This is an optimization exercise on Yosys and OpenROAD, whose aim is small area, not a production implementation.
Function was checked by simulation only, so behaviour that the tests miss may differ from the original.

== run A ==
Design audio_core, start of the top module:
module audio_core
(
	input AUD_BCLK,
	input rst,
	input [2:0]SW,
	input AUD_ADCLRCK,
	input AUD_ADCDAT,
	input AUD_DACLRCK,
	output AUD_DACDAT
);
Size: roughly 1,800 cells after synthesis, ~270 flip-flops, ~9 I/O pins, about 0.023 mm^2 of cells after synthesis.
export LEC_CHECK = 0
export CAP_MARGIN = 20
export CORE_MARGIN = 2
export CORE_UTILIZATION = 65
export CTS_BUF_LIST = sky130_fd_sc_hd__clkbuf_16
export CTS_CLUSTER_DIAMETER = 100
export CTS_CLUSTER_SIZE = 30
export PLACE_DENSITY = 0.75
export SLEW_MARGIN = 20
export SYNTH_HIERARCHICAL = 1
export SYNTH_MINIMUM_KEEP_SIZE = 0
create_clock -name core_clock -period 40.0 [get_ports {AUD_BCLK}]
run.sh (not shown) runs the stock make flow with config.mk's settings and CLKGATE_MAP_FILE= SYNTH_SCRIPT=/design/flow/synth_recipe.tcl, a recipe that flattens the netlist after the stock synthesis.
--- input diff run A..run B ---
- CORE_UTILIZATION now 40, was 65
- CTS_CLUSTER_SIZE no longer set, was 30
- PLACE_DENSITY no longer set, was 0.75
- CTS_CLUSTER_DIAMETER no longer set, was 100
- CTS_BUF_LIST no longer set, was sky130_fd_sc_hd__clkbuf_16
Findings:
Every stage of the flow completed for run B, and the final layout passed the timing, design-rule and antenna checks. Max minimum clock period across run A and run B: run B. Diff run A -> run B: worst path required time +50 ps; minimum setup slack in the final design -25 ps; number of buffers other than clock buffers in the final layout +1. Measured against each other, run A and run B differ in post-layout instance area, the higher figure coming from run B.
#### Input delta (run C over run B)
- CTS_BUF_LIST now sky130_fd_sc_hd__clkbuf_8, previously not set
- PLACE_DENSITY now 0.75, previously not set
- CTS_CLUSTER_DIAMETER now 60, previously not set
- CTS_CLUSTER_SIZE now 16, previously not set
- CORE_UTILIZATION now 65, was 40
Results
Setup slack after layout in run C vs run B: down 54 ps
Diff run B -> run C | average via count per standard cell | increase of about 15%
Taking run C as 1.0, run B lands at 0.938 on weighted congestion at the end of routability-driven global placement.

---

audio_core, a different RTL version from the one above (not shown whole).
Size: about 270 flip-flops, roughly 23000 sq um of cells after synthesis.
==> flow/config.mk <==
export PLATFORM = sky130hd
export DESIGN_NAME = audio_core
export DESIGN_NICKNAME = audio_core
export VERILOG_FILES = /design/flow/design.v
export SDC_FILE = /design/flow/constraint.sdc
export NUM_CORES = 4
export LEC_CHECK = 0
export CAP_MARGIN = 20
export CORE_MARGIN = 2
export CORE_UTILIZATION = 65
export CTS_BUF_LIST = sky130_fd_sc_hd__clkbuf_16
export CTS_CLUSTER_DIAMETER = 100
export CTS_CLUSTER_SIZE = 30
export PLACE_DENSITY = 0.75
export SLEW_MARGIN = 20
==> flow/constraint.sdc <==
create_clock -name core_clock -period 40.0 [get_ports {AUD_BCLK}]
set_input_delay 8.0000 -clock core_clock [delete_from_list [all_inputs] [get_ports {AUD_BCLK}]]
set_output_delay 8.0000 -clock core_clock [all_outputs]
set_load 0.01 [all_outputs]
The first run produced a clean layout.
Next try:
--- a/flow/config.mk
+++ b/flow/config.mk
@@ -14,2 +14,4 @@
 export PLACE_DENSITY = 0.75
 export SLEW_MARGIN = 20
+export SYNTH_HIERARCHICAL = 1
+export SYNTH_MINIMUM_KEEP_SIZE = 0
After rerunning: Final area falls by 5.5%. Area after synthesis drops by 4.5%. Via count fell by 14%. Worst setup slack improves by 0.083 ns. Die area is lower by 4.4%.
Next try:
--- a/flow/config.mk
+++ b/flow/config.mk
@@ -8,9 +8,9 @@
 export CAP_MARGIN = 20
 export CORE_MARGIN = 2
-export CORE_UTILIZATION = 65
+export CORE_UTILIZATION = 75
 export CTS_BUF_LIST = sky130_fd_sc_hd__clkbuf_16
 export CTS_CLUSTER_DIAMETER = 100
 export CTS_CLUSTER_SIZE = 30
-export PLACE_DENSITY = 0.75
+export PLACE_DENSITY = 0.85
 export SLEW_MARGIN = 20
 export SYNTH_HIERARCHICAL = 1
After rerunning:
- The new run ran to the end with no violations
- count of clock-buffer cells in the layout does not change
- clock skew rises by 0.031 ns
- wire length rises by a few percent
- via count rises by a few percent
- final cell count falls by a few percent
- non-clock buffer count stays the same
- synthesized cell count is unchanged
- synthesized area stays the same

---

Another version of the RTL of audio_core (not shown whole).
For scale: about 1700 cells after synthesis, ~270 flip-flops, roughly 9 I/O pins, ~0.022 mm^2 of cells after synthesis.
clock: 40.0 ns
lec_check: 0
cap_margin: 20
core_margin: 2
core_utilization: 65
cts_buf_list: sky130_fd_sc_hd__clkbuf_16
cts_cluster_diameter: 120
cts_cluster_size: 34
place_density: 0.75
slew_margin: 20
synth_hierarchical: 1
synth_minimum_keep_size: 0
==> next run, changes <==
CTS_CLUSTER_DIAMETER = 100   (was 120)
CTS_CLUSTER_SIZE = 30   (was 34)
Outcome: First-iteration DRC count goes down by roughly a tenth. Wire length goes up slightly. Setup slack degrades by 40 ps. Core utilization goes up by 0.18 points. Sequential share of layout area stays flat. Synthesized area stays the same.
==> next run, changes <==
==> flow/flow/run.sh (new file) <==
#!/bin/bash
# The standard layout, with the resizer's power recovery after global
# routing (it downsizes cells on paths with timing slack to spare).
set -o pipefail
export RECOVER_POWER=100
bash standard.sh finish > standard_flow.log 2>&1
==> flow/standard.sh (new file) <==
#!/bin/bash
# synth_recipe.tcl (not shown) runs the flow's synth.tcl, then flattens the netlist and writes it again
# the make line also repeats each setting of config.mk as NAME=value (left out here)
make -C /OpenROAD-flow-scripts/flow DESIGN_CONFIG=/design/flow/config.mk WORK_HOME=/design/flow/orfs CLKGATE_MAP_FILE= SYNTH_SCRIPT=/design/flow/synth_recipe.tcl "${@:-finish}"
removed: flow/run.sh
After rerunning: The new run completed and failed the layout checks on capacitance limit, slew limit. Setup slack gains 14 ps. Count of clock-buffer cells in the layout is unchanged. Non-clock buffer count is unchanged. Register-to-register slack is about the same. Cell area decreases by 0.49%. Core utilization decreases by 0.33 points.
==> next run, changes <==
==> flow/run.sh (new file) <==
#!/bin/bash
# synth_recipe.tcl (not shown) runs the flow's synth.tcl, then flattens the netlist and writes it again
# the make line also repeats each setting of config.mk as NAME=value (left out here)
make -C /OpenROAD-flow-scripts/flow DESIGN_CONFIG=/design/flow/config.mk WORK_HOME=/design/flow/orfs CLKGATE_MAP_FILE= SYNTH_SCRIPT=/design/flow/synth_recipe.tcl finish
CTS_BUF_LIST = sky130_fd_sc_hd__clkbuf_8 sky130_fd_sc_hd__clkbuf_16   (was sky130_fd_sc_hd__clkbuf_16)
removed: flow/flow/run.sh
removed: flow/standard.sh
The new run finished with timing, DRC and antenna clean.
First-iteration DRC count goes down by 2.2%.
Synthesized area is unchanged.
Setup slack got worse by 14 ps.
Final area increases by 0.49%.
Via count barely changes.
Fmax barely changes.
Hold slack stays flat.
Non-clock buffer count stays the same.
Core utilization goes up by 0.33 points.
Register-to-register slack hardly moves.

==> static timing again, ports no longer ideal <==
How much do the figures lean on ideal ports? The routed layouts below were timed once more, with nothing changed but the port constraints.
Step 1: set_driving_cell puts a clkbuf_16 on AUD_BCLK and a buf_2 on each other input, an assumption about the parent block.
Step 2 times the ports against the registers' clock, not the clock port: input delays grow and output delays shrink by t, the midpoint of the rising clock arrivals with the driver on.
a / b / c = ideal / step 1 / step 2; a / b = the first two.
| run | t (ns) | setup slack, ns | hold slack, ns | slew at the worst register clock pin (ns) |
|---|---|---|---|---|
| run A | 0.546 | 8.713 / 8.713 / 8.713 | 0.355 / 0.355 / 0.355 | 0.12 / 0.12 |
| run B | 0.631 | 8.688 / 8.688 / 8.688 | 0.347 / 0.347 / 0.347 | 0.07 / 0.07 |
| run C | 0.635 | 8.634 / 8.634 / 8.634 | 0.340 / 0.340 / 0.340 | 0.11 / 0.11 |
| the first run of note 2 | 0.561 | 7.807 / 7.807 / 7.807 | 0.348 / 0.348 / 0.348 | 0.12 / 0.12 |
| the second run of note 2 | 0.551 | 7.890 / 7.890 / 7.890 | 0.339 / 0.339 / 0.339 | 0.12 / 0.12 |
| the third run of note 2 | 0.552 | 7.901 / 7.901 / 7.901 | 0.342 / 0.342 / 0.342 | 0.12 / 0.12 |
| the first run of note 3 | 0.556 | 8.885 / 8.885 / 8.885 | 0.349 / 0.349 / 0.349 | 0.12 / 0.12 |
| the second run of note 3 | 0.556 | 8.845 / 8.845 / 8.845 | 0.330 / 0.330 / 0.330 | 0.12 / 0.12 |
| the third run of note 3 | 0.555 | 8.859 / 8.859 / 8.859 | 0.332 / 0.332 / 0.332 | 0.12 / 0.12 |
| the fourth run of note 3 | 0.556 | 8.845 / 8.845 / 8.845 | 0.330 / 0.330 / 0.330 | 0.12 / 0.12 |
